Source: an optimization exercise on an open RTL-to-GDS flow (aim: small area and a short achievable clock period). Production flows keep margins and buffers that such runs may drop. No run shown here included a check of the RTL's function; only the layout flow was run. Power figures rest on the tool's default switching activity, not on a simulated workload.

==> flow/design.v (outline; a module is shown in full before it is edited, if it fits) <==
// module adder_top: 31 lines
// module Adder: 956 lines
// module AdderPgN: 4 lines
// module AdderXor: 3 lines
// module AdderXnor: 3 lines
// module AdderBlackP: 4 lines
// module AdderGreyP: 3 lines
// module AdderBlackN: 4 lines
// module AdderGreyN: 3 lines
// module AdderInv: 3 lines
module adder_top (
    input         clk,
    input  [63:0] a,
    input  [63:0] b,
    input         cin,
    output [63:0] sum,
    output        cout
);
  // ...
==> flow/run.sh <==
#!/bin/bash
# synth_recipe.tcl (not shown) runs the flow's synth.tcl, then flattens the netlist and writes it again
# the make line also repeats each setting of config.mk as NAME=value (left out here)
make -C /OpenROAD-flow-scripts/flow DESIGN_CONFIG=/design/flow/config.mk WORK_HOME=/design/flow/orfs CLKGATE_MAP_FILE= SYNTH_SCRIPT=/design/flow/synth_recipe.tcl finish
==> flow/config.mk <==
export PLATFORM = sky130hd
export DESIGN_NAME = adder_top
export DESIGN_NICKNAME = adder_top
export VERILOG_FILES = /design/flow/design.v
export SDC_FILE = /design/flow/constraint.sdc
export NUM_CORES = 4
export LEC_CHECK = 0
export ABC_CLOCK_PERIOD_IN_PS = 1500
export CAP_MARGIN = 20
export CORE_MARGIN = 2
export CORE_UTILIZATION = 40
export PLACE_DENSITY = 0.6
export SETUP_SLACK_MARGIN = 1.1
export SLEW_MARGIN = 20
export SYNTH_HIERARCHICAL = 1
==> flow/constraint.sdc <==
create_clock -name core_clock -period 3.1 [get_ports {clk}]
set_input_delay 0.6200 -clock core_clock [delete_from_list [all_inputs] [get_ports {clk}]]
set_output_delay 0.6200 -clock core_clock [all_outputs]
set_load 0.01 [all_outputs]
==> run summary, run 1 <==
worst setup path startpoint sum_q[15]; CP arrival 1.35 ns; Setup WS post-layout 1.13 ns; worst path cell trace clkdlybuf4s50_1; Clock Power Share 0.301; Worst-Margin Slew 0.529 ns; Root Buffer clkbuf_16; postcts setup bufs 3; initial antenna violation count 0; DR DRC count 0; RR Endpoint sum_q[20]; Multi-In Gates 848; Mapped Nets 1188; Min-Delay Endpoint sum_q[0]; Num CTS Buffers 17; # diodes 0; multi-input logic area 0.00580 sq mm; status finished clean; Finished Cell Area 0.0127 sq mm; fraction of area in registers 0.306; first-pass GRT wire length 42500 um; WL met3 1160 um; sequential cell area 0.00389 sq mm; Post-Synth XOR/XNOR Area 0.120; combinational power 2.11 mW; most instantiated cells after synthesis 217 x nor2_1, 194 x dfxtp_1, 175 x nand2_1; 1st-pass router iterations 5; peak fanout along the critical path 1; share of cells above drive strength 1 0.348; synth unique cells 9; drt wl/cell 18.0 um
==> run 2: changes to the inputs <==
==> flow/flow/run.sh (new file) <==
#!/bin/bash
# Layout: the standard ORFS flow, with the input and output ports buffered
# by a plain buffer (buf_2) instead of the cell buffer_ports picks on its own.
set -euo pipefail
bash standard.sh BUFFER_PORTS_ARGS="-buffer_cell sky130_fd_sc_hd__buf_2" finish > flow_make.log 2>&1
==> flow/standard.sh (new file) <==
#!/bin/bash
# synth_recipe.tcl (not shown) runs the flow's synth.tcl, then flattens the netlist and writes it again
# the make line also repeats each setting of config.mk as NAME=value (left out here)
make -C /OpenROAD-flow-scripts/flow DESIGN_CONFIG=/design/flow/config.mk WORK_HOME=/design/flow/orfs CLKGATE_MAP_FILE= SYNTH_SCRIPT=/design/flow/synth_recipe.tcl "${@:-finish}"
==> flow/config.mk (replaced) <==
export PLATFORM = sky130hd
export DESIGN_NAME = adder_top
export DESIGN_NICKNAME = adder_top
export VERILOG_FILES = /design/flow/design.v
export SDC_FILE = /design/flow/constraint.sdc
export NUM_CORES = 4
export LEC_CHECK = 0
export ABC_CLOCK_PERIOD_IN_PS = 1000
export CAP_MARGIN = 20
export CORE_MARGIN = 2
export CORE_UTILIZATION = 40
export PLACE_DENSITY = 0.6
export SETUP_SLACK_MARGIN = 1.6
export SLEW_MARGIN = 20
export SYNTH_HIERARCHICAL = 1
removed: flow/run.sh
==> run 2 against run 1 <==
  * Still clean on timing, DRC and antenna
  * Critical path depth increased by 7
  * Die area unchanged
  * Flip-flop and latch count stayed put
  * First-iteration DRC count grew 15%
  * Non-clock buffer count increased by 40
  * Clock power is 2% higher
  * Total power grew 4.9%
  * Clock skew about the same
  * Fmax increased by 6.6%
  * Final cell count rose by 2.6%
  * Largest cell class unchanged
  * Highest routed layer unchanged
==> run summary, run 2 <==
asr flop ratio synth 0; post-synthesis sequential area ratio 0.416; CTS H-tree lvls 4; CTS tree built; # diodes 0 (unchanged); Crit Path Category reg2reg; peak fanout along the critical path 3 (+2); worst path cell trace nor2_4 > o21ai_4 > a21oi_4 > o21ai_4 > a21oi_4 > inv_1 > a21oi_2 > xor2_1; Buf/Inv on CP 1; fmax 0.541 GHz; worst-skew pair later-pin latency 0.44 ns; leading area contributor after synthesis dfxtp_1; share of cells above drive strength 1 0.711 (+0.363); CTS clk-pin slew, worst paths 0.08 ns; count leader, synth nor2_1; Crit path required time 3.47 ns; P per Cell Area 543 mW/mm^2; synth-to-layout area growth 49.9%; dpl cell area 0.0109 sq mm; min cycle time layout 1.85 ns; Die H 157 um; RSZ-0062 raised after global routing yes; Setup WS post-layout 1.25 ns (+0.122 ns); Layout fillers 1930; RR Endpoint sum_q[41]; first-pass GRT wire length 43700 um (+2.9%); Tcrit/Tclk final 0.596; CP arrival 2.22 ns (+0.87 ns); Root Buffer clkbuf_16; Most used DFF post-synth dfxtp_1; Pleak 5.14 nW; final WL 29500 um; placed insts 1565; Finished Cell Area 0.0140 sq mm (+10%); Cell Rows 55; status finished clean; Syn Inst Count 1058; Max Cap Viol 0; IO Port Bufs 194; total track usage 0.238; commonest non-fill, non-tap cell in the layout buf_2; Hold Startpoint a[28]; 1st-pass router iterations 4 (-1); largest net degree at the start of global routing 19; PnR Total Power 7.59 mW; Yosys warning count 7; DR DRC count 0 (unchanged); FF-to-FF path depth 8; I/O Pins 195; number of global-route vias before repair 8279; largest cells by area after synthesis dfxtp_1 42%, a21oi_2 14%, o21ai_2 14%; Largest delay share family, worst path compound AO/OA/AOI/OAI gates; hold buffer count at cts 0; Seq cells post-synth 194; Largest regs a_q x64, b_q x64, sum_q x64; Syn Std Cell Area 0.00933 sq mm; post-place setup slack 0.989 ns; Post-synth EDFFs 0; GRT overflow 0; layout net count 1447; synth unique cells 9 (unchanged); Setup crit end kind flip-flop; Detail Placement HPWL 23300 um; Core Util, Final 0.614; crit path launch type flip-flop; clk buf depth 2; Peak VDD IR 0.422 mV; worst min path class in2reg; die footprint 0.0246 sq mm; routability cong. 0.920; Max stage delay on crit path 0.36 ns; CTS sink cnt 194; die width 157 um; First DRT Iteration DRCs 313; Mapped Nets 1188 (unchanged); hold slack final 0.269 ns; max-slew violations 0; initial antenna violation count 0 (unchanged); Final ANT Viol Nets 0; Clock Skew 0.0143 ns; sum of negative setup slack 0 ns; drt via density 4.93; drt wl/cell 17.9 um (-0.56%); syn_area_per_cell 8.82 sq um; Final setup viols 0; starting density of the core 0.409; R2R setup slack 1.25 ns; Final Hold Vio Count 0; share of the synthesized area in the top cell type 0.416; reg2reg start a_q[6]; leading cell types in the layout, fill and taps excluded 165 x buf_2, 128 x o21ai_2, 113 x nand2_1, 105 x nor2_4, 102 x a21oi_2; Num CTS Buffers 17 (unchanged); Vias 8098; hold path cells 1; Core ar. 0.0228 sq mm; relative slew slack 0.629; Worst path slowest cell dfxtp_4; Worst-Margin Slew 0.553 ns (+0.0237 ns); most instantiated cells after synthesis 217 x nor2_1, 194 x dfxtp_1, 175 x nand2_1; Min-Delay Endpoint a_q[28]; final cell count without fillers 1643
[run 2: cell counts after synthesis]
No cell type changed its count.
[run 2: power by group]
group          switching, mW  leakage, nW  internal [mW]
sequential             0.195         1.64           2.82
clock                   1.03        0.288           1.18
combinational           1.38         3.21          0.973
[run 2: final cells by class]
class / instances / area (sq um) / area share
flip-flops and latches: 194 / 4030 / 0.288
clock buffers: 19 / 454 / 0.0325
inverters: 16 / 65.1 / 0.00465
clock inverters: 13 / 139 / 0.00994
multi-input cells: 848 / 7360 / 0.526
repair buffers: 240 / 1540 / 0.110
well taps: 313 / 392 / 0.0280
[run 2: cells by family (layout without fill, tap and decap cells)]
logic type	Yosys count	after routing	share of synthesized area
buf+inv	16	288	0.00644
xor+xnor	128	128	0.120
simple gates	392	392	0.158
flops	194	194	0.416
compound gates	328	328	0.299
[run 2: layer usage]
metal | part of all wire | track usage
met2 | 0.50 | 0.429
met4 | 0.040 | 0.100
met3 | 0.040 | 0.0352
met1 | 0.42 | 0.282
met5 | 0 | 0
[run 2: timing repair]
item,in CTS,in global routing
pin swaps,90,47
setup endpoints to repair,106,118
cloned,0,0
setup buffers,36,10
gates resized for setup,370,162
[run 2: how the worst max path moves through the flow]
stage / endpoint / start / cells after the start
floorplan: sum_q[36] / b_q[35] / 8
global placement: sum_q[62] / b_q[12] / 8
detailed placement: sum_q[62] / b_q[11] / 8
CTS: sum_q[45] / a_q[20] / 8
global route: sum_q[50] / a_q[12] / 9
finish: sum_q[41] / a_q[6] / 8
[run 2: modules after synthesis, one instance, submodules excluded, a selection]
module / cells / copies in the design
AdderBlackN: 2 / 153
AdderBlackP: 2 / 111
AdderGreyN: 1 / 22
AdderGreyP: 1 / 42
AdderInv: 1 / 16
AdderPgN: 2 / 64
AdderXnor: 1 / 42
AdderXor: 1 / 86
adder_top: 194 / 1
==> run 3: changes to the inputs <==
--- a/flow/config.mk
+++ b/flow/config.mk
@@ -8,8 +8,8 @@
 export ABC_CLOCK_PERIOD_IN_PS = 1000
 export CAP_MARGIN = 20
 export CORE_MARGIN = 2
-export CORE_UTILIZATION = 40
-export PLACE_DENSITY = 0.6
-export SETUP_SLACK_MARGIN = 1.6
+export CORE_UTILIZATION = 65
+export PLACE_DENSITY = 0.85
+export SETUP_SLACK_MARGIN = 1.4
 export SLEW_MARGIN = 20
 export SYNTH_HIERARCHICAL = 1
==> run 3 against run 2 <==
  * The run now fails in global routing (5_1_grt)
  * Synthesized area unchanged
  * Synthesized cell count unchanged
==> run summary, run 3 <==
hold buffer count at cts 0 (unchanged); Fail Step global routing (5_1_grt); clk buf depth 2 (unchanged); routability cong. 1.04 (+13%); share of the synthesized area in the top cell type 0.416 (unchanged); Err [ERROR GRT-0232] Routing congestion too high. Check the congestion heatmap in the GUI.; starting density of the core 0.669 (+0.260); most instantiated cells after synthesis 217 x nor2_1, 194 x dfxtp_1, 175 x nand2_1; worst endpoint after global-route timing repair sum_q[42]$_DFF_P_/D; status did not finish; post-synthesis sequential area ratio 0.416 (unchanged); Seq cells post-synth 194 (unchanged); Mapped Nets 1188 (unchanged); total track usage 0.974; Syn Std Cell Area 0.00933 sq mm (unchanged); CTS H-tree lvls 4 (unchanged); Cell Rows 43 (-22%); placed insts 1432 (-8.5%); I/O Pins 195 (unchanged); IO Port Bufs 194 (unchanged); Root Buffer clkbuf_16; syn_area_per_cell 8.82 sq um (unchanged); Detail Placement HPWL 22400 um (-3.9%); dpl cell area 0.0106 sq mm (-3.5%); leading area contributor after synthesis dfxtp_1; Syn Inst Count 1058 (unchanged); asr flop ratio synth 0 (unchanged); GRT overflow 1644; count leader, synth nor2_1; Die H 124 um (-21%); Yosys warning count 7 (unchanged); worst_ep kind register input; Most used DFF post-synth dfxtp_1; CTS sink cnt 194 (unchanged); post-place setup slack 0.794 ns (-0.195 ns); Post-synth EDFFs 0 (unchanged); Num CTS Buffers 17 (unchanged); die width 124 um (-21%); synth unique cells 9 (unchanged); largest net degree at the start of global routing 19; largest cells by area after synthesis dfxtp_1 42%, a21oi_2 14%, o21ai_2 14%
==> run 3: cell counts after synthesis <==
No cell type changed its count.
==> run 3: layer usage <==
| layer | GRT overflow | GRT usage |
|---|---|---|
| met3 | 8 | 0.616 |
| met5 | 0 | 0.101 |
| met2 | 1330 | 1.43 |
| met4 | 291 | 1.14 |
| met1 | 15 | 0.819 |
==> run 3: per-module statistics from Yosys, one instance, submodules excluded, excerpt <==
module,area [sq um],cells
AdderGreyN,5.00,1
AdderBlackN,12.5,2
AdderPgN,7.51,2
AdderXor,8.76,1
AdderXnor,8.76,1
AdderGreyP,8.76,1
AdderBlackP,12.5,2
adder_top,3880,194
AdderInv,3.75,1
==> run 3: worst max path at each step <==
stage           endpoint  slack, ns  cells after the start
2_1_floorplan  sum_q[62]       1.39                      8
3_3_place_gp   sum_q[62]       0.76                      8
4_1_cts        sum_q[46]       1.32                      9
3_5_place_dp   sum_q[62]       0.79                      8
==> run 3: cells by family after synthesis <==
group,count (synthesis),synth area share
buffers and inverters,16,0.00644
XOR/XNOR,128,0.120
AO/OA/AOI/OAI,328,0.299
flip-flops,194,0.416
AND/OR/NAND/NOR,392,0.158
==> run 3: stage by stage <==
| stage | hold WS [ns] | power [mW] |
|---|---|---|
| 3_3_place_gp | 0.525 | 4.66 |
| 2_1_floorplan | 0.483 | 4.08 |
| 3_5_place_dp | 0.521 | 4.69 |
| 4_1_cts | 0.264 | 7.14 |
==> run 3: what timing repair did <==
action / CTS
gates cloned: 0
pin swaps: 71
endpoints found under the setup margin: 54
resized for setup: 368
hold endpoints to repair: 0
setup buffers: 28
==> run 3: power groups by stage <==
stage / sequential [mW] / combinational [mW] / clock [mW]
2_1_floorplan: 3.08 / 1.00 / 0
3_3_place_gp: 2.98 / 1.67 / 0
3_5_place_dp: 2.99 / 1.69 / 0
4_1_cts: 2.98 / 2.00 / 2.16

-- re-timing with driven ports --
The results above use ideal ports. As a check the final layouts listed here were re-extracted and re-timed, cells and wires unchanged. Step 1 sets driving cells, clkbuf_16 on the clock port and buf_2 on the other inputs (assumed; they add their load-dependent delay and slew). Step 2 adds t to the input delays and takes it off the output delays; t is the mean of the earliest and latest rising clock arrival at the registers after step 1. Input paths then give back, and output paths get back, about the clock's delay inside the block. a / b / c = no drivers / after step 1 / after step 2; a / b = the first two.
run	t, ns	setup WS [ns]	worst setup path after step 2	slew at the worst register clock pin (ns)	pins driven straight from the clock port
run 1	0.478	1.131 / 1.086 / 1.136	register to register	0.08 / 0.08	1
run 2	0.485	1.253 / 1.253 / 1.253	register to register	0.08 / 0.08	1
After both steps setup and hold are still met in every run listed.
